Context: an optimization exercise on an open-source flow, tuned for small area and a short achievable clock period. The choices shown serve that exercise and are no tape-out recipe. The RTL was checked by simulation tests, not by an equivalence proof against the original design. No activity file was given, so power comes from the tool's default toggle rates.

==> inputs of run F <==
// fp_multiplier
module fp_multiplier(input [31:0] a, input [31:0] b, output [31:0] out, input clk,
	input rst, input in_valid, output out_valid);
export LEC_CHECK = 0
export ABC_CLOCK_PERIOD_IN_PS = 3500
export CAP_MARGIN = 20
export CORE_MARGIN = 2
export CORE_UTILIZATION = 40
export CTS_BUF_LIST = sky130_fd_sc_hd__clkbuf_8
export CTS_CLUSTER_DIAMETER = 100
export CTS_CLUSTER_SIZE = 16
export SLEW_MARGIN = 20
create_clock -name core_clock -period 2.5 [get_ports {clk}]
run.sh (not shown) runs the stock make flow with config.mk's settings and CLKGATE_MAP_FILE= SYNTH_SCRIPT=/design/flow/synth_recipe.tcl, a recipe that flattens the netlist after the stock synthesis.
==> run A: changes against run F <==
--- a/flow/config.mk
+++ b/flow/config.mk
@@ -6,5 +6,4 @@
 export NUM_CORES = 4
 export LEC_CHECK = 0
-export ABC_CLOCK_PERIOD_IN_PS = 3500
 export CAP_MARGIN = 20
 export CORE_MARGIN = 2
@@ -13,3 +12,4 @@
 export CTS_CLUSTER_DIAMETER = 100
 export CTS_CLUSTER_SIZE = 16
+export GPL_TIMING_DRIVEN = 0
 export SLEW_MARGIN = 20
==> comparison <==
Between run F and run A, the lower maximum frequency is in run A (gap about 4.3%, measured against run A).
Between run A and run F, the lower setup slack is in run A (gap 0.10 ns).
Flip-flop and latch count is the same in run A and run F.
Clock power is about the same in run F and run A.
Of run F and run A, run F has the higher register-to-register slack (gap 0.10 ns).
Of run F and run A, run A has the higher first-iteration DRC count (gap 8.6%, measured against run A).
Of run F and run A, run A has the higher non-clock buffer count (gap 22).
Of run A and run F, run A has the higher total power (gap about 9%, measured against run F).
In synthesized cell count, run A and run F do not differ.
Run F produced a clean layout. Run A finished but fails on setup timing.
Of run F and run A, run A has the higher clock-buffer cell count (gap 2).
==> figures <==
item                                                                        run A      run F
Run status                                                        failed layout checks  timing/DRC/antenna clean
Reasons for failing layout checks                                    setup timing          -
Detail Route met2 WL                                                     41300 µm   28200 µm
Cell area after placement                                               24200 µm²  25200 µm²
Max IR drop VDD                                                            586 µV     454 µV
Placed insts                                                                 2993       2974
Worst Tran Pin Value                                                      1.03 ns   0.597 ns
Setup slack on the worst flop-to-flop path                               -0.05 ns    0.05 ns
Endpoints failing setup                                                         7          0
FILL cells                                                                   4992       5144
Fmax achieved                                                             392 MHz    409 MHz
Power spent charging and discharging nets                                11900 µW   10500 µW
Total CTS buffers                                                              27         28
Critical path buffers and inverters                                             1          2
Total power after layout                                                 29400 µW   27000 µW
Layout-to-synthesis area ratio                                             1.239x     1.169x
Period Utilization, post-route                                               102%      97.9%
Power in combinational cells                                             16800 µW   14600 µW
Relative area of clock buffers and inverters in the final design            1.61%      1.73%
Post-DP HPWL                                                             69700 µm   46600 µm
Post-DR wirelength/cell                                                   29.5 µm    20.6 µm
Non-CTS buffers                                                               338        316

---

==> 03-05: inputs <==
fp_multiplier, a different RTL version from the one above (not shown whole).
Settings: LEC_CHECK=0, CAP_MARGIN=20, CORE_MARGIN=2, CORE_UTILIZATION=40, CTS_BUF_LIST=sky130_fd_sc_hd__clkbuf_8, CTS_CLUSTER_DIAMETER=100, CTS_CLUSTER_SIZE=16, SETUP_SLACK_MARGIN=0.05, SLEW_MARGIN=20, SYNTH_HIERARCHICAL=1; clock period 2.5 ns.
==> inputs of 10-01, as changes to 03-05 <==
- SETUP_SLACK_MARGIN: 0.05 -> default
==> inputs of 12-11, as changes to 03-05 <==
- SETUP_SLACK_MARGIN: 0.05 -> 0.1
==> inputs of 03-25, as changes to 03-05 <==
- SETUP_SLACK_MARGIN: 0.05 -> 0.15
==> qor summary <==
Status: 10-01 finished with violations; 03-05 finished clean; 12-11 finished clean; 03-25 finished clean
Layout check failures: 10-01 negative setup slack; 03-05 -; 12-11 -; 03-25 -
Detailed-placement wirelength estimate: 10-01 42.22 mm; 03-05 41.57 mm; 12-11 41.70 mm; 03-25 42.61 mm
Number of cells in the finished layout apart from fillers: 10-01 2729; 03-05 2731; 12-11 2740; 03-25 2755
Category of the most critical setup path: 10-01 flip-flop to output pin; 03-05 flip-flop to flip-flop; 12-11 flip-flop to flip-flop; 03-25 flip-flop to flip-flop
Worst-Skew Late Latency: 10-01 650 ps; 03-05 670 ps; 12-11 650 ps; 03-25 670 ps
Reg power frac: 10-01 0.371; 03-05 0.366; 12-11 0.367; 03-25 0.358
Peak per-stage delay on the critical path: 10-01 570 ps; 03-05 630 ps; 12-11 480 ps; 03-25 580 ps
Critical path buffers and inverters: 10-01 1; 03-05 1; 12-11 0; 03-25 2
Clock network share of area: 10-01 0.01824; 03-05 0.01855; 12-11 0.01828; 03-25 0.01798
Comb. pwr: 10-01 13.2 mW; 03-05 13.4 mW; 12-11 13.5 mW; 03-25 14.1 mW
CP most frequent cell: 10-01 -; 03-05 sky130_fd_sc_hd__fa_1; 12-11 sky130_fd_sc_hd__fa_1; 03-25 -
Worst r2r path cells: 10-01 6; 03-05 6; 12-11 5; 03-25 7
Inverter count: 10-01 77; 03-05 77; 12-11 77; 03-25 79
Share of final layout cell area taken by non-clock buffers: 10-01 0.1097; 03-05 0.1085; 12-11 0.1099; 03-25 0.1126
Routed vias/inst: 10-01 5.780; 03-05 5.775; 12-11 5.770; 03-25 5.796
Share of layout cells above drive strength 1: 10-01 0.1201; 03-05 0.1386; 12-11 0.1571; 03-25 0.2072
Net count, final: 10-01 2406; 03-05 2408; 12-11 2415; 03-25 2432
Number of buffers inserted by post-CTS setup repair: 10-01 1; 03-05 5; 12-11 3; 03-25 11
Endpoint of the worst setup timing path: 10-01 out[13]; 03-05 n844_r2$_DFF_P_; 12-11 n756_r2$_DFF_P_; 03-25 n784_r2$_DFF_P_
Seq. pwr: 10-01 9.51 mW; 03-05 9.48 mW; 12-11 9.51 mW; 03-25 9.56 mW
Worst hold slack: 10-01 88.46 ps; 03-05 89.13 ps; 12-11 148.2 ps; 03-25 105.3 ps
Detailed-route wire length on metal 1: 10-01 25.50 mm; 03-05 25.06 mm; 12-11 24.60 mm; 03-25 25.87 mm
Number of DRC markers after the initial detailed-route iteration: 10-01 1474; 03-05 1427; 12-11 1416; 03-25 1384
Top routing layer in use: 10-01 met4; 03-05 met4; 12-11 met4; 03-25 met5
Arrival time at the worst endpoint: 10-01 2070 ps; 03-05 2980 ps; 12-11 2870 ps; 03-25 2980 ps
Area of the multi-input gates: 10-01 13040 um2; 03-05 13160 um2; 12-11 13270 um2; 03-25 13720 um2
Share of the final layout cell area in sequential cells: 10-01 0.2954; 03-05 0.2944; 12-11 0.2928; 03-25 0.2864

---

==> job 8639 <==
Another version of the RTL of fp_multiplier (not shown whole).
Settings: LEC_CHECK=0, CAP_MARGIN=20, CORE_MARGIN=2, CORE_UTILIZATION=40, CTS_BUF_LIST=sky130_fd_sc_hd__clkbuf_8, CTS_CLUSTER_DIAMETER=100, CTS_CLUSTER_SIZE=16, SETUP_SLACK_MARGIN=0.2, SLEW_MARGIN=20, SYNTH_HIERARCHICAL=1; clock period 2.5 ns.
==> job 9477: changes against job 8639 <==
CTS_BUF_LIST = sky130_fd_sc_hd__clkbuf_4 sky130_fd_sc_hd__clkbuf_8   (was sky130_fd_sc_hd__clkbuf_8)
SETUP_SLACK_MARGIN = unset   (was 0.2)
==> job 4810: changes against job 8639 <==
GPL_TIMING_DRIVEN = 0   (was unset)
SETUP_SLACK_MARGIN = unset   (was 0.2)
==> impl_summary.txt <==
----------------------------------------------------
[Status]
  Result of the run ... complete, no violations

[Critical path]
  Most used cell along the critical path ... sky130_fd_sc_hd__fa_2
  RR Endpoint ... n814_r2$_DFF_P_
  WP buf/inv ... 1

[CTS]
  CTS clock-pin slew for the worst setup and hold paths ... 0.10 ns

[Cells and area]
  Fraction of standard cell area in multi-input logic ... 0.542

[Power]
  Reported net switching power ... a little over 10,000 uW

[Place]
  Total placed cells including tap cells ... between 2,000 and 3,000

----------------------------------------------------
-- figures above: job 8639

==> impl_summary.txt <==
----------------------------------------------------
[Status]
  Result of the run ... complete, no violations

[Critical path]
  Most used cell along the critical path ... sky130_fd_sc_hd__fa_1
  WP buf/inv ... 0
  RR Endpoint ... n844_r2$_DFF_P_

[Power]
  Reported net switching power ... 9850 uW

[Timing]
  Final cycle utilization of the critical path ... 0.977

[Die]
  Initial standard-cell utilization of the core ... 0.403

[Synthesis]
  Share of the synthesized area in the top cell type ... 0.337
  Cell with the most instances after synthesis ... sky130_fd_sc_hd__dfxtp_1

[CTS]
  CTS clock-pin slew for the worst setup and hold paths ... roughly 0.090 ns

[Place]
  Total placed cells including tap cells ... 2,696

[Cells and area]
  # clk buffers ... 27

----------------------------------------------------
-- figures above: job 9477

==> impl_summary.txt <==
----------------------------------------------------
[Status]
  Result of the run ... complete, but fails checks
  Violated checks ... setup timing

[Critical path]
  WP buf/inv ... 1

[Timing]
  Final count of negative-setup-slack endpoints ... 4
  Smallest setup slack after layout ... -0.0385 ns

[Cells and area]
  Fraction of standard cell area in multi-input logic ... 0.551

[Place]
  Total placed cells including tap cells ... around 2,800

----------------------------------------------------
-- figures above: job 4810


---

==> inputs of job 2857 <==
Starting RTL as in the previous note.
make LEC_CHECK=0 CAP_MARGIN=20 CORE_MARGIN=2 CORE_UTILIZATION=40 CTS_BUF_LIST=sky130_fd_sc_hd__clkbuf_8 CTS_CLUSTER_DIAMETER=100 CTS_CLUSTER_SIZE=16 SETUP_SLACK_MARGIN=0.05 SLEW_MARGIN=20 SYNTH_HIERARCHICAL=1 finish   # period 2.5 ns
==> job 8651: changes against job 2857 <==
SETUP_SLACK_MARGIN = 0.4   (was 0.05)
==> notes <==
Job 2857 finished with timing, DRC and antenna clean. Job 8651 went through all stages and came out clean. Between job 8651 and job 2857, the lower non-clock buffer count is in job 2857 (gap 99). Of job 2857 and job 8651, job 8651 has the higher worst hold slack (gap 7.3 ps). Against job 2857, the cell count of job 8651 is higher by 3.6%. Against job 2857, the clock skew of job 8651 is lower by 30 ps. Via count: job 8651 is higher than job 2857 (5.2%). Of job 2857 and job 8651, job 2857 has the higher setup slack (gap 21 ps). In clock power, job 8651 and job 2857 hardly differ. Of job 8651 and job 2857, job 8651 has the higher first-iteration DRC count (gap 13%, measured against job 2857). Of job 8651 and job 2857, job 8651 has the higher utilization (gap 6.3 points).
==> figures <==
                                                                         job 8651               job 2857
Logic gate share of total power                                             57.7%                  53.5%
Reg area                                                                7410 um^2              7290 um^2
Average via count per standard cell                                          5.83                   5.75
Wire length of the first global-routing pass                            102000 um               93200 um
Power of the sequential group                                             9.61 mW                9.48 mW
Crit path max-delay cell type                            sky130_fd_sc_hd__dfxtp_4  sky130_fd_sc_hd__fa_1
Portion of the layout cell area used by clock cells                         1.37%                  1.60%
Flop-to-flop setup slack                                                    90 ps                  60 ps
Final area over synthesized area                                           1.321x                 1.163x
Cell depth of the worst setup path                                              6                      7
Maximum cell stage delay along the critical path                           370 ps                 490 ps
Capturing element type of the critical path                            output pin              flip-flop
Initial antenna violation count                                                 1                      0
Result of the run                                        timing/DRC/antenna clean  timing/DRC/antenna clean
Number of antenna repair diodes                                                 1                      0
Met3 demand-to-capacity share in global routing                             4.86%                  5.25%
Sequential cell area share                                                  26.0%                  29.1%
Number of resized instances in the post-cts repair step                       424                    163
Switch share                                                                38.0%                  37.7%

## what the ideal ports hide
No port has a modelled driver above. Below, the same layouts with a new extraction and two added sets of constraints. Step 1 sets driving cells, clkbuf_16 on the clock port and buf_2 on the other inputs (assumed; they add their load-dependent delay and slew). Step 2 moves the port delays by t, midway between the first and last clock arrival at a register: inputs arrive t later, outputs are due t later. That takes back most of the time a late clock gives input paths. a / b / c = no drivers / after step 1 / after step 2; a / b = the first two.
run	t (ns)	slack for setup (ns)	worst register clock-pin slew, ns	pins driven straight from the clock port
run F	0.704	0.053 / 0.042 / -0.587	0.11 / 0.11	1
run A	0.695	-0.051 / -0.058 / -0.583	0.10 / 0.10	1
03-05	0.702	0.100 / 0.079 / -0.517	0.10 / 0.10	1
10-01	0.692	-0.067 / -0.121 / -0.519	0.11 / 0.11	1
12-11	0.685	0.140 / 0.104 / -0.470	0.11 / 0.11	1
03-25	0.708	0.127 / 0.127 / -0.455	0.11 / 0.11	1
job 8639	0.662	0.119 / 0.078 / -0.398	0.10 / 0.10	1
job 9477	0.677	0.058 / 0.029 / -0.548	0.11 / 0.11	1
job 4810	0.692	-0.039 / -0.039 / -0.554	0.10 / 0.10	1
job 2857	0.680	0.056 / 0.056 / -0.567	0.10 / 0.10	1
job 8651	0.665	0.036 / -0.019 / -0.245	0.11 / 0.11	1
With both steps, setup timing fails in 8 of these runs, where it was met with ideal ports. For run F, which loses most, drivers alone change the setup slack by -0.011 ns; drivers and shift together by -0.640 ns.
